Context: an optimization exercise on an open-source flow, tuned for small area and a short achievable clock period. The choices shown serve that exercise and are no tape-out recipe. At most, simulation tests tie the RTL to the original design; equivalence was not proved. Power and IR drop assume default switching activity.

==> run B: inputs <==
// I2C_Master
module I2C_Master (clk, reset, address, byteenable, chipselect, writedata, readdata, write, read, i2c_sda_in, i2c_sda_out, i2c_scl, ref_clk_test, debug_port);
	input		clk, reset;
	input		read, write, chipselect;
	input	[1:0]	address;
	input	[3:0]	byteenable;
	input	[31:0]	writedata;
	output reg [31:0] readdata;
	input		i2c_sda_in;
	output		i2c_sda_out;
	output		i2c_scl;
	output		ref_clk_test;
	output	[14:0]	debug_port;
	localparam ADDRESS	= 2'b00;
	localparam DATA		= 2'b01;
	localparam STATUS	= 2'b10;
	localparam CONTROL	= 2'b11;
	reg [31:0]	slave_address;
	reg [31:0]	control_reg;
	reg [7:0]	tx_fifo_data_in;
	reg		tx_fifo_wr_req;
	reg		clr_tx_fifo_overflow;
	reg		clr_rx_fifo_overflow;
	reg		chipselect_del;
	wire [7:0]	tx_fifo_data_out;
	wire		tx_fifo_rd_req;
	wire		tx_fifo_full, tx_fifo_empty, tx_fifo_overflow;
	wire [5:0]	tx_fifo_wr_index, tx_fifo_rd_index;
	wire [7:0]	rx_fifo_data_in;
	wire		rx_fifo_wr_req;
	wire		rx_fifo_rd_req;
	wire [7:0]	rx_fifo_data_out;
	wire		rx_fifo_full, rx_fifo_empty, rx_fifo_overflow;
  ...
==> flow/config.mk <==
export PLATFORM = sky130hd
export DESIGN_NAME = I2C_Master
export DESIGN_NICKNAME = I2C_Master
export VERILOG_FILES = /design/flow/design.v
export SDC_FILE = /design/flow/constraint.sdc
export NUM_CORES = 4
export LEC_CHECK = 0
export CAP_MARGIN = 20
export CORE_MARGIN = 2
export CORE_UTILIZATION = 50
export CTS_BUF_LIST = sky130_fd_sc_hd__clkbuf_16
export CTS_CLUSTER_DIAMETER = 80
export CTS_CLUSTER_SIZE = 30
export PLACE_DENSITY = 0.65
export SETUP_SLACK_MARGIN = 2.0
export SLEW_MARGIN = 20
==> flow/constraint.sdc <==
create_clock -name core_clock -period 4.5 [get_ports {clk}]
set_input_delay 0.9000 -clock core_clock [delete_from_list [all_inputs] [get_ports {clk}]]
set_output_delay 0.9000 -clock core_clock [all_outputs]
set_load 0.01 [all_outputs]
run.sh (not shown) runs the stock make flow with config.mk's settings and CLKGATE_MAP_FILE= SYNTH_SCRIPT=/design/flow/synth_recipe.tcl, a recipe that flattens the netlist after the stock synthesis.
==> inputs of run F, as changes to run B <==
--- a/flow/design.v
+++ b/flow/design.v
@@ -1,26 +1,35 @@
 module Sync_FIFO
 (
 	input			clock,
 	input			reset,
-	input			wr_req,
+	input			wr_req_next,	 
+	output reg		wr_req,		 
 	input	[7:0]		wr_data,
 	input			rd_req,
 	output reg [7:0]	rd_data,
 	output reg		full,
 	output reg		empty,
 	output reg		overflow,
 	input			clear_overflow_request,
 	output reg [5:0]	wr_index,
 	output reg [5:0]	rd_index
 );
 	reg [7:0] memory [0:63];
-	wire push = wr_req & ~full;
+	reg  push;
 	wire pop  = rd_req & ~empty;
-	wire [7:0] wr_hi = 8'd1 << wr_index[5:3];
+	wire full_next = (push & ~pop) ? (wr_index + 6'd1 == rd_index) : ((pop & ~push) ? 1'b0 : full);
+	reg  [7:0] push_hi;
+	wire [5:0] wr_index_next = push ? wr_index + 6'd1 : wr_index;
+	always @(posedge clock)
+	begin
+		wr_req	<= ~reset & wr_req_next;
+		push	<= ~reset & wr_req_next & ~full_next;
+		push_hi	<= {8{~reset & wr_req_next & ~full_next}} & (8'd1 << wr_index_next[5:3]);
+	end
 	wire [7:0] wr_lo = 8'd1 << wr_index[2:0];
 	wire [7:0] rd_hi = 8'd1 << rd_index[5:3];
 	wire [7:0] rd_lo = 8'd1 << rd_index[2:0];
 	reg  [7:0] rd_word;
 	integer k;
 	always @(*)
 	begin
@@ -29,15 +38,15 @@
 			rd_word = rd_word | (memory[k] & {8{rd_hi[k/8] & rd_lo[k%8]}});
 	end
 	genvar i;
 	generate
 		for (i = 0; i < 64; i = i + 1)
 		begin : row
 			always @(posedge clock)
-				if (push & wr_hi[i/8] & wr_lo[i%8])
+				if (push_hi[i/8] & wr_lo[i%8])
 					memory[i] <= wr_data;
 		end
 	endgenerate
 	always @(posedge clock)
 	begin
 		if (reset)
 		begin
@@ -52,24 +61,19 @@
 			if (push)
 				wr_index <= wr_index + 6'd1;
 			if (pop)
 			begin
 				rd_index <= rd_index + 6'd1;
 				rd_data  <= rd_word;
 			end
+			full <= full_next;
 			if (push & ~pop)
-			begin
 				empty <= 1'b0;
-				full  <= (wr_index + 6'd1 == rd_index);
-			end
 			if (pop & ~push)
-			begin
-				full  <= 1'b0;
 				empty <= (rd_index + 6'd1 == wr_index);
-			end
 		end
 	end
 	always @(posedge clock)
 	begin
 		if (reset)
 			overflow <= 1'b0;
 		else if (clear_overflow_request)
@@ -80,18 +84,18 @@
 endmodule
 module I2C_Serial_Interface
 (
 	input			clk,
 	input			reset,
 	input	[6:0]		SLAVE_ADDRESS_r,
 	input	[7:0]		data_from_tx_fifo,
-	output			tx_fifo_rd_en,
+	output reg		tx_fifo_rd_en,
 	input	[31:0]		control_reg,
 	output reg [7:0]	RX_DATA,
-	output			rx_fifo_wr_en,
+	output			rx_fifo_wr_en_next,	 
 	input			i2c_sda_in,
 	output			i2c_sda_out,
 	output			i2c_scl,
 	output			ref_clk_test,
 	output reg		BUSY,
 	output reg		ack_error
 );
@@ -118,18 +122,16 @@
 	reg		USE_REGISTER_r;
 	reg [7:0]	REGISTER_r;
 	reg		USE_REPEATED_START_r;
 	reg [2:0]	shift_counter;
 	reg [1:0]	Addr_data_sel;
 	reg		tx_bit;		 
 	reg		tx_fifo_rd_en_sig;
-	reg		tx_fifo_rd_en_sig_del;
 	reg		Rd_data_flag;
 	reg		rx_fifo_wr_en_sig;
-	reg		rx_fifo_wr_en_sig_del;
 	wire pre_tick = (ref_clk_counter == 7'd125);
 	always @(posedge clk)
 	begin
 		if (reset)
 		begin
 			ref_clk_counter	<= 7'd0;
 			ref_clk		<= 1'b0;
@@ -169,22 +171,22 @@
 		begin
 			R_W_N_r			<= start_fsm & control_reg[0];
 			USE_REGISTER_r		<= start_fsm & control_reg[7];
 			REGISTER_r		<= control_reg[15:8];
 			USE_REPEATED_START_r	<= control_reg[16];
 		end
 	end
+	wire tx_fifo_rd_en_sig_next =
+		~ref_clk ? tx_fifo_rd_en_sig :
+		(state == I2C_START) ? (tx_fifo_rd_en_sig | (~Rd_data_flag & ~R_W_N_r)) :
+		(state == SEND_SLAVE_REG_ADDR_DATA) ? 1'b0 :
+		(state == BUS_RELEASE) ? (tx_fifo_rd_en_sig | (Addr_data_sel == 2'b11 && BYTE_COUNT_r != 6'd0)) :
+		tx_fifo_rd_en_sig;
 	always @(posedge clk)
-	begin
-		if (reset)
-			tx_fifo_rd_en_sig_del	<= 1'b0;
-		else
-			tx_fifo_rd_en_sig_del	<= tx_fifo_rd_en_sig;
-	end
-	assign tx_fifo_rd_en = tx_fifo_rd_en_sig & ~tx_fifo_rd_en_sig_del;
+		tx_fifo_rd_en <= ~reset & tx_fifo_rd_en_sig_next & ~tx_fifo_rd_en_sig;
 	reg [7:0] tx_byte;
 	always @(*)
 	begin
 		case (Addr_data_sel)
 			2'b00:   tx_byte = {SLAVE_ADDRESS_r, 1'b0};
 			2'b01:   tx_byte = {SLAVE_ADDRESS_r, 1'b1};
 			2'b10:   tx_byte = REGISTER_r;
@@ -384,22 +386,16 @@
 			default: ;
 			endcase
 		end
 	end
 	always @(posedge clk)
 		if (~reset & ref_clk & (state == RD_DATA) & ~i2c_scl_cpy)
 			RX_DATA <= {RX_DATA[6:0], i2c_sda_in};
-	always @(posedge clk)
-	begin
-		if (reset)
-			rx_fifo_wr_en_sig_del	<= 1'b0;
-		else
-			rx_fifo_wr_en_sig_del	<= rx_fifo_wr_en_sig;
-	end
-	assign rx_fifo_wr_en = rx_fifo_wr_en_sig & ~rx_fifo_wr_en_sig_del;
+	wire rx_fifo_wr_en_sig_next = (ref_clk & (state == RD_ACK_NACK)) ? i2c_scl_cpy : rx_fifo_wr_en_sig;
+	assign rx_fifo_wr_en_next = ~reset & rx_fifo_wr_en_sig_next & ~rx_fifo_wr_en_sig;
 endmodule
 module I2C_Master (clk, reset, address, byteenable, chipselect, writedata, readdata, write, read, i2c_sda_in, i2c_sda_out, i2c_scl, ref_clk_test, debug_port);
 	input		clk, reset;
 	input		read, write, chipselect;
 	input	[1:0]	address;
 	input	[3:0]	byteenable;
 	input	[31:0]	writedata;
@@ -412,24 +408,26 @@
 	localparam ADDRESS	= 2'b00;
 	localparam DATA		= 2'b01;
 	localparam STATUS	= 2'b10;
 	localparam CONTROL	= 2'b11;
 	reg [31:0]	slave_address;
 	reg [31:0]	control_reg;
 	reg [7:0]	tx_fifo_data_in;
-	reg		tx_fifo_wr_req;
+	wire		tx_fifo_wr_req_next;
+	wire		tx_fifo_wr_req;
+	wire		rx_fifo_wr_req;
 	reg		clr_tx_fifo_overflow;
 	reg		clr_rx_fifo_overflow;
 	reg		chipselect_del;
 	wire [7:0]	tx_fifo_data_out;
 	wire		tx_fifo_rd_req;
 	wire		tx_fifo_full, tx_fifo_empty, tx_fifo_overflow;
 	wire [5:0]	tx_fifo_wr_index, tx_fifo_rd_index;
 	wire [7:0]	rx_fifo_data_in;
-	wire		rx_fifo_wr_req;
+	wire		rx_fifo_wr_req_next;
 	wire		rx_fifo_rd_req;
 	wire [7:0]	rx_fifo_data_out;
 	wire		rx_fifo_full, rx_fifo_empty, rx_fifo_overflow;
 	wire [5:0]	rx_fifo_wr_index, rx_fifo_rd_index;
 	wire		BUSY, ACK_ERROR;
 	wire [31:0]	status = {rx_fifo_rd_index, rx_fifo_wr_index, tx_fifo_rd_index, tx_fifo_wr_index,
 				  BUSY, ACK_ERROR, tx_fifo_empty, tx_fifo_full, tx_fifo_overflow,
@@ -459,35 +457,32 @@
 			if (address == CONTROL)
 				control_reg	<= writedata;
 		end
 	end
 	always @(posedge clk)
 		if (bus_write && address == DATA)
 			tx_fifo_data_in <= writedata[7:0];
+	assign tx_fifo_wr_req_next = ~reset & bus_write & ((address == DATA) | tx_fifo_wr_req);
 	always @(posedge clk)
 	begin
 		if (reset)
 		begin
-			tx_fifo_wr_req		<= 1'b0;
 			clr_tx_fifo_overflow	<= 1'b0;
 			clr_rx_fifo_overflow	<= 1'b0;
 		end
 		else if (bus_write)
 		begin
-			if (address == DATA)
-				tx_fifo_wr_req	<= 1'b1;
 			if (address == STATUS)
 			begin
 				clr_tx_fifo_overflow	<= writedata[3];
 				clr_rx_fifo_overflow	<= writedata[0];
 			end
 		end
 		else
 		begin
-			tx_fifo_wr_req		<= 1'b0;
 			clr_tx_fifo_overflow	<= 1'b0;
 			clr_rx_fifo_overflow	<= 1'b0;
 		end
 	end
 	always @(posedge clk)
 	begin
 		if (reset)
@@ -496,14 +491,15 @@
 			chipselect_del	<= chipselect;
 	end
 	assign rx_fifo_rd_req = chipselect & ~chipselect_del & read & (address == DATA);
 	Sync_FIFO TX_FIFO_inst
 	(
 		.clock(clk),
 		.reset(reset),
+		.wr_req_next(tx_fifo_wr_req_next),
 		.wr_req(tx_fifo_wr_req),
 		.wr_data(tx_fifo_data_in),
 		.rd_req(tx_fifo_rd_req),
 		.rd_data(tx_fifo_data_out),
 		.full(tx_fifo_full),
 		.empty(tx_fifo_empty),
 		.overflow(tx_fifo_overflow),
@@ -511,14 +507,15 @@
 		.wr_index(tx_fifo_wr_index),
 		.rd_index(tx_fifo_rd_index)
 	);
 	Sync_FIFO RX_FIFO_inst
 	(
 		.clock(clk),
 		.reset(reset),
+		.wr_req_next(rx_fifo_wr_req_next),
 		.wr_req(rx_fifo_wr_req),
 		.wr_data(rx_fifo_data_in),
 		.rd_req(rx_fifo_rd_req),
 		.rd_data(rx_fifo_data_out),
 		.full(rx_fifo_full),
 		.empty(rx_fifo_empty),
 		.overflow(rx_fifo_overflow),
@@ -531,15 +528,15 @@
 		.clk(clk),
 		.reset(reset),
 		.SLAVE_ADDRESS_r(slave_address[6:0]),
 		.data_from_tx_fifo(tx_fifo_data_out),
 		.tx_fifo_rd_en(tx_fifo_rd_req),
 		.control_reg(control_reg),
 		.RX_DATA(rx_fifo_data_in),
-		.rx_fifo_wr_en(rx_fifo_wr_req),
+		.rx_fifo_wr_en_next(rx_fifo_wr_req_next),
 		.i2c_sda_in(i2c_sda_in),
 		.i2c_sda_out(i2c_sda_out),
 		.i2c_scl(i2c_scl),
 		.ref_clk_test(ref_clk_test),
 		.BUSY(BUSY),
 		.ack_error(ACK_ERROR)
 	);
CTS_CLUSTER_DIAMETER = 60   (was 80)
CTS_CLUSTER_SIZE = 24   (was 30)
SETUP_SLACK_MARGIN = 1.8   (was 2.0)
==> inputs of run K, as changes to run B <==
--- a/flow/design.v
+++ b/flow/design.v
@@ -12,35 +12,17 @@
 	input			clear_overflow_request,
 	output reg [5:0]	wr_index,
 	output reg [5:0]	rd_index
 );
 	reg [7:0] memory [0:63];
 	wire push = wr_req & ~full;
 	wire pop  = rd_req & ~empty;
-	wire [7:0] wr_hi = 8'd1 << wr_index[5:3];
-	wire [7:0] wr_lo = 8'd1 << wr_index[2:0];
-	wire [7:0] rd_hi = 8'd1 << rd_index[5:3];
-	wire [7:0] rd_lo = 8'd1 << rd_index[2:0];
-	reg  [7:0] rd_word;
-	integer k;
-	always @(*)
-	begin
-		rd_word = 8'd0;
-		for (k = 0; k < 64; k = k + 1)
-			rd_word = rd_word | (memory[k] & {8{rd_hi[k/8] & rd_lo[k%8]}});
-	end
-	genvar i;
-	generate
-		for (i = 0; i < 64; i = i + 1)
-		begin : row
-			always @(posedge clock)
-				if (push & wr_hi[i/8] & wr_lo[i%8])
-					memory[i] <= wr_data;
-		end
-	endgenerate
+	always @(posedge clock)
+		if (push)
+			memory[wr_index] <= wr_data;
 	always @(posedge clock)
 	begin
 		if (reset)
 		begin
 			wr_index <= 6'd0;
 			rd_index <= 6'd0;
 			rd_data  <= 8'd0;
@@ -50,15 +32,15 @@
 		else
 		begin
 			if (push)
 				wr_index <= wr_index + 6'd1;
 			if (pop)
 			begin
 				rd_index <= rd_index + 6'd1;
-				rd_data  <= rd_word;
+				rd_data  <= memory[rd_index];
 			end
 			if (push & ~pop)
 			begin
 				empty <= 1'b0;
 				full  <= (wr_index + 6'd1 == rd_index);
 			end
 			if (pop & ~push)
@@ -165,16 +147,16 @@
 	wire load_cfg = ~reset & pre_tick & (state == IDLE) & ~Rd_data_flag & start_fsm_next;
 	always @(posedge clk)
 	begin
 		if (load_cfg)
 		begin
 			R_W_N_r			<= start_fsm & control_reg[0];
 			USE_REGISTER_r		<= start_fsm & control_reg[7];
-			REGISTER_r		<= control_reg[15:8];
-			USE_REPEATED_START_r	<= control_reg[16];
+			REGISTER_r		<= {8{start_fsm}} & control_reg[15:8];
+			USE_REPEATED_START_r	<= start_fsm & control_reg[16];
 		end
 	end
 	always @(posedge clk)
 	begin
 		if (reset)
 			tx_fifo_rd_en_sig_del	<= 1'b0;
 		else
@@ -430,24 +412,26 @@
 	wire [7:0]	rx_fifo_data_out;
 	wire		rx_fifo_full, rx_fifo_empty, rx_fifo_overflow;
 	wire [5:0]	rx_fifo_wr_index, rx_fifo_rd_index;
 	wire		BUSY, ACK_ERROR;
 	wire [31:0]	status = {rx_fifo_rd_index, rx_fifo_wr_index, tx_fifo_rd_index, tx_fifo_wr_index,
 				  BUSY, ACK_ERROR, tx_fifo_empty, tx_fifo_full, tx_fifo_overflow,
 				  rx_fifo_empty, rx_fifo_full, rx_fifo_overflow};
-	wire rc = read & chipselect;
-	wire sel_address = rc & (address == ADDRESS);
-	wire sel_data    = rc & (address == DATA);
-	wire sel_status  = rc & (address == STATUS);
-	wire sel_control = rc & (address == CONTROL);
 	always @(*)
-		readdata = ({32{sel_address}} & slave_address)
-			 | ({32{sel_data}}    & {24'b0, rx_fifo_data_out})
-			 | ({32{sel_status}}  & status)
-			 | ({32{sel_control}} & control_reg);
+	begin
+		if (read && chipselect)
+			case (address)
+				ADDRESS: readdata = slave_address;
+				DATA:    readdata = {24'b0, rx_fifo_data_out};
+				STATUS:  readdata = status;
+				CONTROL: readdata = control_reg;
+			endcase
+		else
+			readdata = 32'b0;
+	end
 	wire bus_write = write & chipselect;
 	always @(posedge clk)
 	begin
 		if (reset)
 		begin
 			slave_address	<= 32'h0;
 			control_reg	<= 32'h0;
CTS_BUF_LIST = unset   (was sky130_fd_sc_hd__clkbuf_16)
CTS_CLUSTER_DIAMETER = unset   (was 80)
CTS_CLUSTER_SIZE = unset   (was 30)
SETUP_SLACK_MARGIN = 1.5   (was 2.0)
==> qor summary <==
| metric | run K | run B | run F |
|---|---|---|---|
| Outcome | complete, no violations | complete, no violations | complete, no violations |
| Critical path class | flop to flop | input pin to primary output | flop to flop |
| Final setup margin | 1460 ps | 1620 ps | 1710 ps |
| Total design power | 22.1 mW | 18.2 mW | 20.6 mW |
| Final worst-path cycle share | 0.677 | 0.640 | 0.621 |
| Total GRT Usage | 0.234 | 0.341 | 0.336 |
| Placed cell area | 50600 um2 | 51400 um2 | 51600 um2 |
| Met3 track demand over resource in global routing | 0.0516 | 0.0906 | 0.0737 |
| Post-Synth Adder-Cell Area | 0.00361 | 0.00853 | 0.00843 |
| Combined flip-flop and latch cell area | 34700 um2 | 34800 um2 | 35100 um2 |
| Count of filler cells inserted in the layout | 7310 | 7219 | 7510 |
| Layout buffer count excluding clock buffers | 176 | 498 | 296 |
| Vertical die dimension | 316 um | 315 um | 317 um |
| Register area share after synthesis | 0.714 | 0.716 | 0.714 |
| Fraction of area in registers | 0.630 | 0.595 | 0.624 |
| Number of antenna repair diodes | 0 | 1 | 2 |
| Clk tree area frac | 0.0695 | 0.0271 | 0.0509 |
| Drt via density | 6.10 | 6.82 | 6.84 |
| Drt pass-1 iters | 5 | 6 | 8 |
| Multi-input gate share of total cell area | 0.237 | 0.265 | 0.244 |
| Layout overhead on the synthesized area | 13.5% | 20.8% | 14.8% |
| Die span in x | 316 um | 315 um | 317 um |
The RTL of run K was laid out without a check of its function.

static timing again, ports no longer ideal:
Ports are ideal in the flow. The routed layouts listed here were re-timed in OpenROAD.
Step 1, drivers: a clkbuf_16 drives clk and a buf_2 each remaining input, both assumed.
Step 2 times the ports against the registers' clock, not the clock port: input delays grow and output delays shrink by t, the midpoint of the rising clock arrivals with the driver on.
Three values: ideal, step 1, step 2; two values: the first two.
run	t, ns	slack for setup (ns)	hold WS [ns]	latest minus earliest clock arrival (ns)	cell pins on the clock port's net
run B	0.780	1.621 / 1.430 / 1.194	0.437 / 0.437 / 0.437	0.077 / 0.077	1
run F	0.743	1.707 / 1.523 / 1.215	0.425 / 0.425 / 0.425	0.036 / 0.036	1
run K	0.774	1.456 / 1.448 / 1.260	0.441 / 0.441 / 0.441	0.035 / 0.035	1
After both steps setup and hold are still met in every run listed. For run F, which loses most, drivers alone change the setup slack by -0.184 ns; drivers and shift together by -0.492 ns.
